This design comes from an exercise in tuning for small area on the open sky130 flow, not from production work.
In this exercise RTL edits were held to simulation tests only and were not proved equivalent to the original.
Power and IR drop assume default switching activity.

== run a ==
Design fpgaDriver, start of the top module:
module fpgaDriver(clk, rst, led0, led1, led2, led3, led4, led5, led6, led7, led8, led9,
	switch0, switch1, switch2, switch8, switch9,
	button0, button1, button2, button3,
	hex0, hex1, hex2, hex3, hex4, hex5
);
For scale: roughly 4400 um^2 of cells after synthesis.
Settings: LEC_CHECK=0, CAP_MARGIN=0, CORE_MARGIN=2, CORE_UTILIZATION=40, SLEW_MARGIN=0; clock period 25.0 ns.
standard.sh (not shown) runs the stock make flow with config.mk's settings and CLKGATE_MAP_FILE= SYNTH_SCRIPT=/design/flow/synth_recipe.tcl, a recipe that flattens the netlist after the stock synthesis.
==> flow/flow/run.sh <==
#!/bin/bash
# Layout flow: the standard flow with
#  * synthesis unchanged except for technology mapping: adders are left to ABC
#    (no ADDER_MAP_FILE), and ABC runs several area scripts (flow/abc_*.script,
#    flow/abc_multi.sh); the NCAND mappings with the least cell area are each laid
#    out in full, and the layout with the least standard-cell area is kept
#  * port buffers of the smallest buffer (buf_1)
#  * CTS with clkbuf_8 and without dummy loads
set -euo pipefail
W=$(pwd)
NCAND=3
sed -e "s#^  log_cmd abc {\*}\$abc_args#  write_rtlil \$::env(RESULTS_DIR)/pre_abc.il\n  exec bash $W/flow/abc_multi.sh $W/flow \$::env(RESULTS_DIR)/pre_abc.il \$::env(RESULTS_DIR)/post_abc.il {*}[lrange \$abc_args 2 end] >@ stdout 2>@ stderr\n  design -reset\n  read_rtlil \$::env(RESULTS_DIR)/post_abc.il\n  hierarchy -top \$::env(DESIGN_NAME)#" \
  "$FLOW_HOME/scripts/synth.tcl" > my_synth.tcl
grep -q abc_multi my_synth.tcl
sed "s#\$::env(SCRIPTS_DIR)/synth.tcl#$W/my_synth.tcl#" synth_recipe.tcl > my_synth_recipe.tcl
export ADDER_MAP_FILE=
export BUFFER_PORTS_ARGS="-buffer_cell sky130_fd_sc_hd__buf_1"
export CTS_ARGS="-sink_clustering_enable -buf_list sky130_fd_sc_hd__clkbuf_8 -dont_use_dummy_load"
export ABC_CACHE=$W/abc_multi
for k in $(seq 1 $NCAND); do
  mkdir -p "$W/out_$k"
  sed -e "s#SYNTH_SCRIPT=[^ ]*#SYNTH_SCRIPT=$W/my_synth_recipe.tcl#" -e "s#$W/orfs#$W/orfs_$k#g" -e "s#$W/out/#$W/out_$k/#g" \
    standard.sh > my_standard_$k.sh
  ABC_PICK=$k bash my_standard_$k.sh synth > flow_synth_$k.log 2>&1
done
for k in $(seq 1 $NCAND); do
  bash my_standard_$k.sh > flow_make_$k.log 2>&1 &
done
wait || true
best=""; bestA=""
for k in $(seq 1 $NCAND); do
  odb=$W/orfs_$k/results/$FLOW_PLATFORM/fpgaDriver/base/6_final.odb
  [[ -f $odb && -f $W/out_$k/final.def ]] || { echo "candidate $k: no layout"; continue; }
  a=$(AREA_ODB=$odb openroad -no_init -exit "$W/flow/area.tcl" 2>&1 | tee area_$k.log | awk '/^CELLAREA/ {print $2}')
  echo "candidate $k: cell area $a"
  [[ -n "$a" ]] || continue
  if [[ -z "$best" ]] || awk "BEGIN{exit !($a < $bestA)}"; then best=$k; bestA=$a; fi
done
[[ -n "$best" ]] || { echo "no candidate layout"; exit 1; }
echo "kept candidate $best (cell area $bestA)"
rm -rf "$W/orfs"
mv "$W/orfs_$best" "$W/orfs"
cp "$W/out_$best/final.def" "$W/out/final.def"
Other scripts of this flow, unchanged in this note and not shown: flow/flow/abc_1.script, flow/flow/abc_2.script, flow/flow/abc_3.script, flow/flow/abc_4.script, flow/flow/abc_multi.sh, flow/flow/area.tcl
The following lists how run b was set up differently from run a:
--- a/flow/design.v
+++ b/flow/design.v
@@ -101,14 +101,14 @@
 	always @* begin
 		cs = 3'd0;
 		for (j = 0; j < 12; j = j + 1)
 			cs = cs | ({3{hit[j]}} & cnt[j]);
 	end
 	wire [2:0] sum = cs[2] ? {1'b1, cs[1:0] + am1 + 2'd1} : {1'b1, am1};
-	wire addOk = (nItems != 3'd6) & (~cs[2] | ({1'b0, cs[1:0]} + {1'b0, am1} <= 3'd2));
-	wire remOk = cs[2];
+	wire addOk = anyHit & (nItems != 3'd6) & (~cs[2] | ({1'b0, cs[1:0]} + {1'b0, am1} <= 3'd2));
+	wire remOk = anyHit & cs[2];
 	wire commit = entry & (p == 3'd4) & ~(addMode & ~af);
 	wire addDo = commit & addMode & addOk;
 	wire remDo = commit & ~addMode & remOk;
 	wire clear = ~entry & ~(inputCounter & ~buttonPressed) & ~button3 & ~button2;
 	wire take = entry & anyBtn & (p != 3'd4);
 	wire takeAmt = entry & anyBtn & (p == 3'd4) & ~af & addMode;
@@ -179,13 +179,13 @@
 				else if (addDo & hit[gi]) cnt[gi] <= sum;
 			end
 		end
 	endgenerate
 	always @(posedge clk) begin
 		if (rst) nItems <= 3'd0;
-		else if (addDo & anyHit & ~cs[2]) nItems <= nItems + 3'd1;
+		else if (addDo & ~cs[2]) nItems <= nItems + 3'd1;
 		else if (remDo) nItems <= nItems - 3'd1;
 	end
 	always @(posedge clk) begin
 		if (rst) begin
 			th <= 1'b0; t0 <= 4'd0; t1 <= 4'd0; t2 <= 4'd0; t3 <= 1'b0;
 		end else begin
[summary]
Run comparison: run a startpoint of the worst setup timing path switch9; run b startpoint of the worst setup timing path switch8
Per the comparison of run b with run a, share of layout cells above drive strength 1 grew by 0.33 points, total of fill cells in the finished design saw an increase, switching portion of total power +0.40 points, die area saw little to no change.
Of run b and run a, it is run b that has the lower final cell count without fillers.
Re overall routing resource usage: run b is 1.0 points up on run a.

========
fpgaDriver, a different RTL version from the one above (not shown whole).
For scale: about 74 flip-flops, roughly 63 I/O pins.
clock: 25.0 ns
lec_check: 0
cap_margin: 20
core_margin: 2
core_utilization: 40
slew_margin: 20
==> flow/flow/run.sh <==
#!/bin/bash
# Layout flow: the standard flow with
#  * synthesis unchanged except for technology mapping: adders are left to ABC
#    (no ADDER_MAP_FILE), and ABC runs several area scripts (flow/abc_*.script)
#    in parallel, keeping the mapping with the least cell area (flow/abc_multi.sh)
#  * port buffers of the smallest buffer (buf_1)
#  * CTS with clkbuf_8 and without dummy loads
set -euo pipefail
W=$(pwd)
sed -e "s#^  log_cmd abc {\*}\$abc_args#  write_rtlil $W/pre_abc.il\n  exec bash $W/flow/abc_multi.sh $W/flow $W/pre_abc.il $W/post_abc.il {*}[lrange \$abc_args 2 end] >@ stdout 2>@ stderr\n  design -reset\n  read_rtlil $W/post_abc.il\n  hierarchy -top \$::env(DESIGN_NAME)#" \
  "$FLOW_HOME/scripts/synth.tcl" > my_synth.tcl
grep -q abc_multi my_synth.tcl
sed "s#\$::env(SCRIPTS_DIR)/synth.tcl#$W/my_synth.tcl#" synth_recipe.tcl > my_synth_recipe.tcl
sed "s#SYNTH_SCRIPT=[^ ]*#SYNTH_SCRIPT=$W/my_synth_recipe.tcl#" standard.sh > my_standard.sh
grep -q my_synth_recipe.tcl my_standard.sh
export ADDER_MAP_FILE=
export BUFFER_PORTS_ARGS="-buffer_cell sky130_fd_sc_hd__buf_1"
export CTS_ARGS="-sink_clustering_enable -buf_list sky130_fd_sc_hd__clkbuf_8 -dont_use_dummy_load"
bash my_standard.sh > flow_make.log 2>&1
Other scripts of this flow, unchanged in this note and not shown: flow/flow/abc_1.script, flow/flow/abc_2.script, flow/flow/abc_3.script, flow/flow/abc_4.script, flow/flow/abc_multi.sh
Next try:
--- a/flow/design.v
+++ b/flow/design.v
@@ -48,13 +48,14 @@
 	assign led7 = 1'b0;
 	assign led8 = switch8;
 	assign led9 = switch9;
 	reg buttonPressed;
 	reg inputCounter;
 	reg [2:0] p;             
-	reg [3:0] dv;            
+	reg f;
+	wire [3:0] dv = {4{f}} | {p != 3'd0, p[2] | p[1], p[2] | (p[1] & p[0]), p[2]};
 	reg [1:0] dg3, dg2, dg1, dg0;  
 	reg av;                  
 	reg af;                  
 	reg [1:0] ag;            
 	reg [2:0] cnt [0:11];    
 	reg [2:0] nItems;
@@ -156,14 +157,14 @@
 	end
 	always @(posedge clk) begin
 		if (rst | clear | commit) p <= 3'd0;
 		else if (take) p <= p + 3'd1;
 	end
 	always @(posedge clk) begin
-		if (rst | clear) dv <= 4'd0;
-		else if (take) dv <= dv | {p == 3'd0, p == 3'd1, p == 3'd2, p == 3'd3};
+		if (rst | clear) f <= 1'b0;
+		else if (commit) f <= 1'b1;
 	end
 	always @(posedge clk) begin
 		if (rst | clear) av <= 1'b0;
 		else if (takeAmt) av <= 1'b1;
 	end
 	always @(posedge clk) begin
Clock skew stays flat.
Wire length increases by 5.9%.
Count of clock-buffer cells in the layout stays the same.
Core utilization is lower by 0.51 points.
Cell count went up by 1.4%.
Worst setup slack is worse by 330 ps.
Total power decreases by 2.1%.

## separate check: timing with driven ports
No port has a modelled driver above. Below, the same layouts with a new extraction and two added sets of constraints.
Step 1: set_driving_cell puts a clkbuf_16 on clk and a buf_2 on each other input, an assumption about the parent block.
Step 2 moves the port delays by t, midway between the first and last clock arrival at a register: inputs arrive t later, outputs are due t later. That takes back most of the time a late clock gives input paths.
a / b / c = no drivers / after step 1 / after step 2; a / b = the first two.
| run | t, ns | setup slack, ns | latest minus earliest clock arrival (ns) |
|---|---|---|---|
| run a | 0.385 | 12.668 / 12.642 / 12.642 | 0.010 / 0.010 |
| run b | 0.391 | 12.533 / 12.509 / 12.509 | 0.016 / 0.017 |
| the first run of note 2 | 0.383 | 12.875 / 12.853 / 12.853 | 0.017 / 0.017 |
| the second run of note 2 | 0.387 | 12.542 / 12.518 / 12.518 | 0.016 / 0.016 |
After both steps setup and hold are still met in every run listed. The setup slack of run a, which loses most, moves by -0.026 ns with the drivers and by -0.026 ns with both steps.
